What follows belongs to an exercise in optimizing a design on an open flow for small area, a short achievable clock period and few clock cycles per item; a production flow would make more cautious choices. No functional check of the RTL was part of any run shown here. Power figures rest on the tool's default switching activity, not on a simulated workload.

==> flow/design.v, too long to show whole: its modules and the start of the top module <==
// module multiplicacion: 1986 lines
// module fa_cell: 4 lines
// module ha_cell: 4 lines
module multiplicacion #(
    parameter N = 32
    ) (
    input logic clk, rst,
    input logic valid,
    input logic [N-1:0] A, B,
    output logic [2*N-1:0] Mult,
    output logic done
    );
  // ...
==> flow/run.sh <==
#!/bin/bash
# synth_recipe.tcl (not shown) runs the flow's synth.tcl, then flattens the netlist and writes it again
# the make line also repeats each setting of config.mk as NAME=value (left out here)
make -C /OpenROAD-flow-scripts/flow DESIGN_CONFIG=/design/flow/config.mk WORK_HOME=/design/flow/orfs CLKGATE_MAP_FILE= SYNTH_SCRIPT=/design/flow/synth_recipe.tcl finish
==> flow/config.mk <==
export PLATFORM = sky130hd
export DESIGN_NAME = multiplicacion
export DESIGN_NICKNAME = multiplicacion
export VERILOG_FILES = /design/flow/design.v
export SDC_FILE = /design/flow/constraint.sdc
export NUM_CORES = 4
export LEC_CHECK = 0
export ABC_AREA = 1
export CAP_MARGIN = 20
export CORE_MARGIN = 2
export CORE_UTILIZATION = 55
export SETUP_SLACK_MARGIN = 1.0
export SLEW_MARGIN = 20
export SYNTH_HIERARCHICAL = 1
==> flow/constraint.sdc <==
create_clock -name core_clock -period 5.0 [get_ports {clk}]
set_input_delay 1.0000 -clock core_clock [delete_from_list [all_inputs] [get_ports {clk}]]
set_output_delay 1.0000 -clock core_clock [all_outputs]
set_load 0.01 [all_outputs]
==> key figures, run 1 <==
Worst setup path
  – Critical Path End Type: register
  – Critical path's top delay family: adder cells
  – Crit path from: B[19]
  – Critical Path Stages: 14

Floorplan
  – DIE AREA: between 0.05 and 0.06 mm2
  – Well Taps: 680
  – Die H: ~230 um
  – Die W: ~230 um

Synthesis
  – Largest family of logic cells by synthesized area: adder cells
  – Area share of the largest cell type after synthesis: 0.337
  – EDFF count, synth: 0
  – Post-synth top cells: 700 x nand2_1, 543 x xor2_1, 496 x o22ai_1
  – Synthesized flop and latch total: about 130
  – Main flop type after synthesis: dfxtp_1
  – Adder-cell area share of the yosys netlist: 0.385
  – Yosys warning total: 7

Outcome
  – Outcome: timing/DRC/antenna clean

Detailed routing
  – DR vias: about 28k
  – Met2 wire len: ~53000 um
  – Total length of routed met3 wires: around 17000 um
  – Uppermost layer routed: met5
  – Met1 wire length: between 40000 and 50000 um
  – Vias per cell: a little over 6

Cells and area
  – Nets: ~4.5k
  – Ant. Diodes: 4
  – Ratio of cells with drive above 1 in the final layout: 0.318

Clock network
  – CTS Hold Bufs: 0
  – Htree depth: 4
  – Post_cts resized: 410
  – Cts bufs inserted: 17

Place
  – PortBufs: around 130
  – Dpl hpwl: a little over 90000 um

Power and ir drop
  – Switch Pwr: 15.2 mW
  – Pwr Density: around 750 mW/mm2
  – Seq pwr: around 2.2 mW

Timing
  – Relative slew slack: 0.582
  – Final TNS setup: 0 ns
  – Final period util: 0.919

Hold path
  – Worst hold path startpoint: B[1]
==> run 2: changes to the inputs <==
==> flow/flow/run.sh (new file) <==
#!/bin/bash
set -e
cat standard.sh > standard_sh_copy.txt
export BUFFER_PORTS_ARGS="-buffer_cell sky130_fd_sc_hd__buf_4"
bash standard.sh > standard.log 2>&1
==> flow/standard.sh (new file) <==
#!/bin/bash
# synth_recipe.tcl (not shown) runs the flow's synth.tcl, then flattens the netlist and writes it again
# the make line also repeats each setting of config.mk as NAME=value (left out here)
make -C /OpenROAD-flow-scripts/flow DESIGN_CONFIG=/design/flow/config.mk WORK_HOME=/design/flow/orfs CLKGATE_MAP_FILE= SYNTH_SCRIPT=/design/flow/synth_recipe.tcl "${@:-finish}"
--- a/flow/config.mk
+++ b/flow/config.mk
@@ -10,5 +10,4 @@
 export CORE_MARGIN = 2
 export CORE_UTILIZATION = 55
-export SETUP_SLACK_MARGIN = 1.0
 export SLEW_MARGIN = 20
 export SYNTH_HIERARCHICAL = 1
removed: flow/run.sh
==> run 2 against run 1 <==
Clock power grew 18%. Cell count fell by 5.4%. Total power decreased by 16%. Non-clock buffer count down 242. Sequential power increased by 4%. Largest power group unchanged.
==> key figures, run 2 <==
Timing
  – Worst Tran Pin Value: roughly 1.1 ns
  – Min Tclk post-route: 4.85 ns
  – Maximum operating frequency: 0.206 GHz
  – Relative slew slack: 0.265 (-0.318)
  – RSZ-0062 raised after global routing: false
  – Final hold vios: 0
  – Final slew viol count: 0
  – Final setup vio count: 0
  – Setup WS post-layout: 0.145 ns
  – Final period util: 0.971 (+0.0519)

Clock network
  – Htree depth: 4 (unchanged)
  – CTS Buffer Depth: 2
  – Reg clk slew, reported paths: about 0.060 ns
  – Clk sinks: ~130
  – Root buf cell: clkbuf_16
  – Post-CTS setup buffers: 0
  – Post_cts resized: 0 (-100%)
  – CTS Hold Bufs: 0 (unchanged)
  – CTS tree: built
  – Cts bufs inserted: 17 (unchanged)

Synthesis
  – Synthesized flop and latch total: 128 (unchanged)
  – Mean Syn Cell Area: around 8.2 um2
  – Largest area contributor in the synthesized netlist: fa_1
  – Post-synth top cells: 700 x nand2_1, 543 x xor2_1, 496 x o22ai_1
  – Most area-consuming cells after synthesis: fa_1 34%, xor2_1 17%, o22ai_1 11%, nand2_1 9.2%, dfxtp_1 9.0%
  – EDFF count, synth: 0 (unchanged)
  – Yosys warning total: 7 (unchanged)
  – Cell Area, Synth: around 0.029 mm2
  – Post-synth ARST share: 0
  – Post-synthesis sequential area ratio: 0.0898
  – Count leader, synth: nand2_1
  – Synth unique cells: 35
  – Area share of the largest cell type after synthesis: 0.337 (unchanged)
  – Main flop type after synthesis: dfxtp_1
  – Cells after Synth: 3482

Global route
  – Busiest grt layer: met2
  – Largest net degree at the start of global routing: 35
  – Grt total ovfl: 0
  – M2 GR Usage: 0.615
  – Met3 Use GR: 0.129
  – Total GRT Usage: 0.413
  – Routing usage on met1: 0.545
  – First-pass GRT wire length: around 160000 um
  – Initial antenna violation count: 3
  – Vias in the first global route: ~26k

Floorplan
  – Core ar.: 0.0513 mm2
  – Starting Density: 0.556
  – I/O pin cnt: 132
  – DIE AREA: 0.0537 mm2 (unchanged)
  – Die W: 232 um (unchanged)
  – Die H: 232 um (unchanged)
  – # rows: a little over 80

Outcome
  – Outcome: timing/DRC/antenna clean

Detailed routing
  – Final ANT Viol Nets: 0
  – DR WL/cell: about 25 um
  – Vias per cell: 6.11 (-1.8%)
  – Pre-antenna DRT Iters: 6
  – Detailed Route Iter0 Violations: 2829
  – DRC errors left: 0
  – DR vias: 26.1k (-7.1%)
  – Drt total wl: ~110000 um

Worst setup path
  – Critical Path End Type: register
  – Critical path buffer and inverter count: 2
  – CP Cell Sequence: buf_4 > nand2_1 > nor2_1 > a21oi_2 > buf_4 > o22ai_1 > xor2_1 > fa_1 > fa_1 > fa_1 > fa_1 > fa_1
  – CP max stage delay: between 0.7 and 0.8 ns
  – Slowest cell on crit path: a21oi_2
  – Crit-path most repeated cell: fa_1
  – WP data arrival: 5.20 ns
  – Worst Path Required: about 5.4 ns
  – Crit-path max FO: 16
  – Startpoint type of the worst setup path: primary input
  – Critical path's top delay family: adder cells
  – Critical path type: primary input to register

Hold path
  – Endpoint, Worst Hold: done$_SDFF_PP0_
  – Hold path cells: 2
  – Worst hold path startpoint: rst
  – Worst Hold Class: primary input to register

Place
  – Placed cells: about 4.2k
  – Pre-CTS setup slack: -0.269 ns
  – PortBufs: 131 (unchanged)
  – GP Congestion: between 1 and 1.5
  – Dpl hpwl: 86200 um (-6.1%)

Power and ir drop
  – Max IR drop VDD: roughly 0.53 mV
  – Switch Pwr: 13.0 mW (-14%)
  – Pwr Density: 765 mW/mm2 (+2.1%)
  – Comb pwr share: 0.846
  – Clk network pwr share: 0.059
  – P_int: around 11 mW
  – Net Sw Frac: 0.536
  – Total power: 24.3 mW
  – Share of power burned in registers: 0.095
  – P_leak: 15.5 nW

Cells and area
  – Ratio of cells with drive above 1 in the final layout: 0.124 (-0.195)
  – Nets: 4241 (-5.4%)
  – Non-Filler Instances: between 4k and 5k
  – Syn-to-layout area delta: 11.6%
  – Commonest non-fill, non-tap cell in the layout: nand2_1
  – Most frequent cells in the layout: 700 x nand2_1, 543 x xor2_1, 496 x o22ai_1
  – Filler Cell Count: 4593

Run
  – Max-capacitance violation count: 0
==> run 2: cell counts after synthesis <==
No cell type changed its count.
==> run 2: logic make-up after synthesis <==
family / synth area share
AO/OA/AOI/OAI: 0.126
XOR/XNOR: 0.167
adder cells (fa/ha/maj): 0.385
buffers and inverters: 0.0976
flip-flops: 0.0898
other: 0.000131
AND/OR/NAND/NOR: 0.135
==> run 2: how the worst max path moves through the flow <==
stage / start / to / cells past startpoint
6_report: B[23] / q44_1$_DFF_P_ / 12
5_1_grt: B[23] / q35_1$_DFF_P_ / 12
4_1_cts: B[23] / q44_1$_DFF_P_ / 12
3_5_place_dp: B[23] / q35_1$_DFF_P_ / 12
3_3_place_gp: B[23] / q35_1$_DFF_P_ / 12
2_1_floorplan: B[1] / q33_1$_DFF_P_ / 14
==> run 2: per-module statistics from Yosys, one instance, submodules excluded <==
module | flip-flops and latches | cells
multiplicacion | 128 | 2956
fa_cell | 0 | 1
ha_cell | 0 | 1
==> run 2: power by group through the flow <==
stage	Sequential, mW	Combinational (mW)	Clock, mW
finish	2.31	20.6	1.44
global route	2.32	22.7	1.49
CTS	2.26	20.3	1.46
detailed placement	2.28	20.2	0
global placement	2.27	19.4	0
floorplan	2.04	12.9	0
==> run 2: metal layers <==
| layer | part of all wire | wire, um | up-vias |
|---|---|---|---|
| met5 | 0.00012 | 13 | - |
| met4 | 0.054 | 5860 | 2 |
| met3 | 0.12 | 13200 | 329 |
| met2 | 0.43 | 46800 | 1762 |
| met1 | 0.40 | 43100 | 12700 |
| li1 | - | - | 11300 |
==> run 2: layout make-up <==
type	count	area (um2)	share of cell area
Antenna cell	1	2.50	0.0000786
Clock buffer	23	488	0.0153
Clock inverter	9	178	0.00558
Inverter	433	1630	0.0511
Multi-Input combinational cell	2675	23200	0.730
Sequential cell	128	2560	0.0805
Tap cell	680	851	0.0267
Timing Repair Buffer	330	2880	0.0904
==> run 2: per-stage QoR <==
step | hold WS (ns) | util | TNS, ns | cell area [um2]
detailed placement | 1.16 | 0.607 | -4.64 | 31200
global route | 0.675 | 0.620 | 0 | 31800
floorplan | 1.03 | - | 0 | 28600
CTS | 0.660 | 0.620 | 0 | 31800
finish | 0.685 | 0.620 | 0 | 31800
global placement | 1.16 | 0.607 | -1.77 | 31200

## static timing again, ports no longer ideal
How much do the figures lean on ideal ports? The routed layouts below were timed once more, with nothing changed but the port constraints.
Step 1, drivers: a clkbuf_16 drives clk and a buf_2 each remaining input, both assumed.
Step 2 times the ports against the registers' clock, not the clock port: input delays grow and output delays shrink by t, the midpoint of the rising clock arrivals with the driver on.
a / b / c = ideal ports / drivers / drivers and shift; a / b = the first two.
| run | shift t [ns] | setup WS [ns] | worst hold slack (ns) | clock arrival spread, ns | worst register clock-pin slew, ns |
|---|---|---|---|---|---|
| run 1 | 0.484 | 0.405 / 0.401 / -0.083 | 0.739 / 0.741 / 1.225 | 0.017 / 0.016 | 0.07 / 0.07 |
| run 2 | 0.522 | 0.145 / 0.182 / -0.341 | 0.685 / 0.661 / 1.184 | 0.013 / 0.013 | 0.06 / 0.06 |
With both steps, setup timing fails in run 1 and run 2, where it was met with ideal ports. For run 1, which loses most, drivers alone change the setup slack by -0.004 ns; drivers and shift together by -0.488 ns.
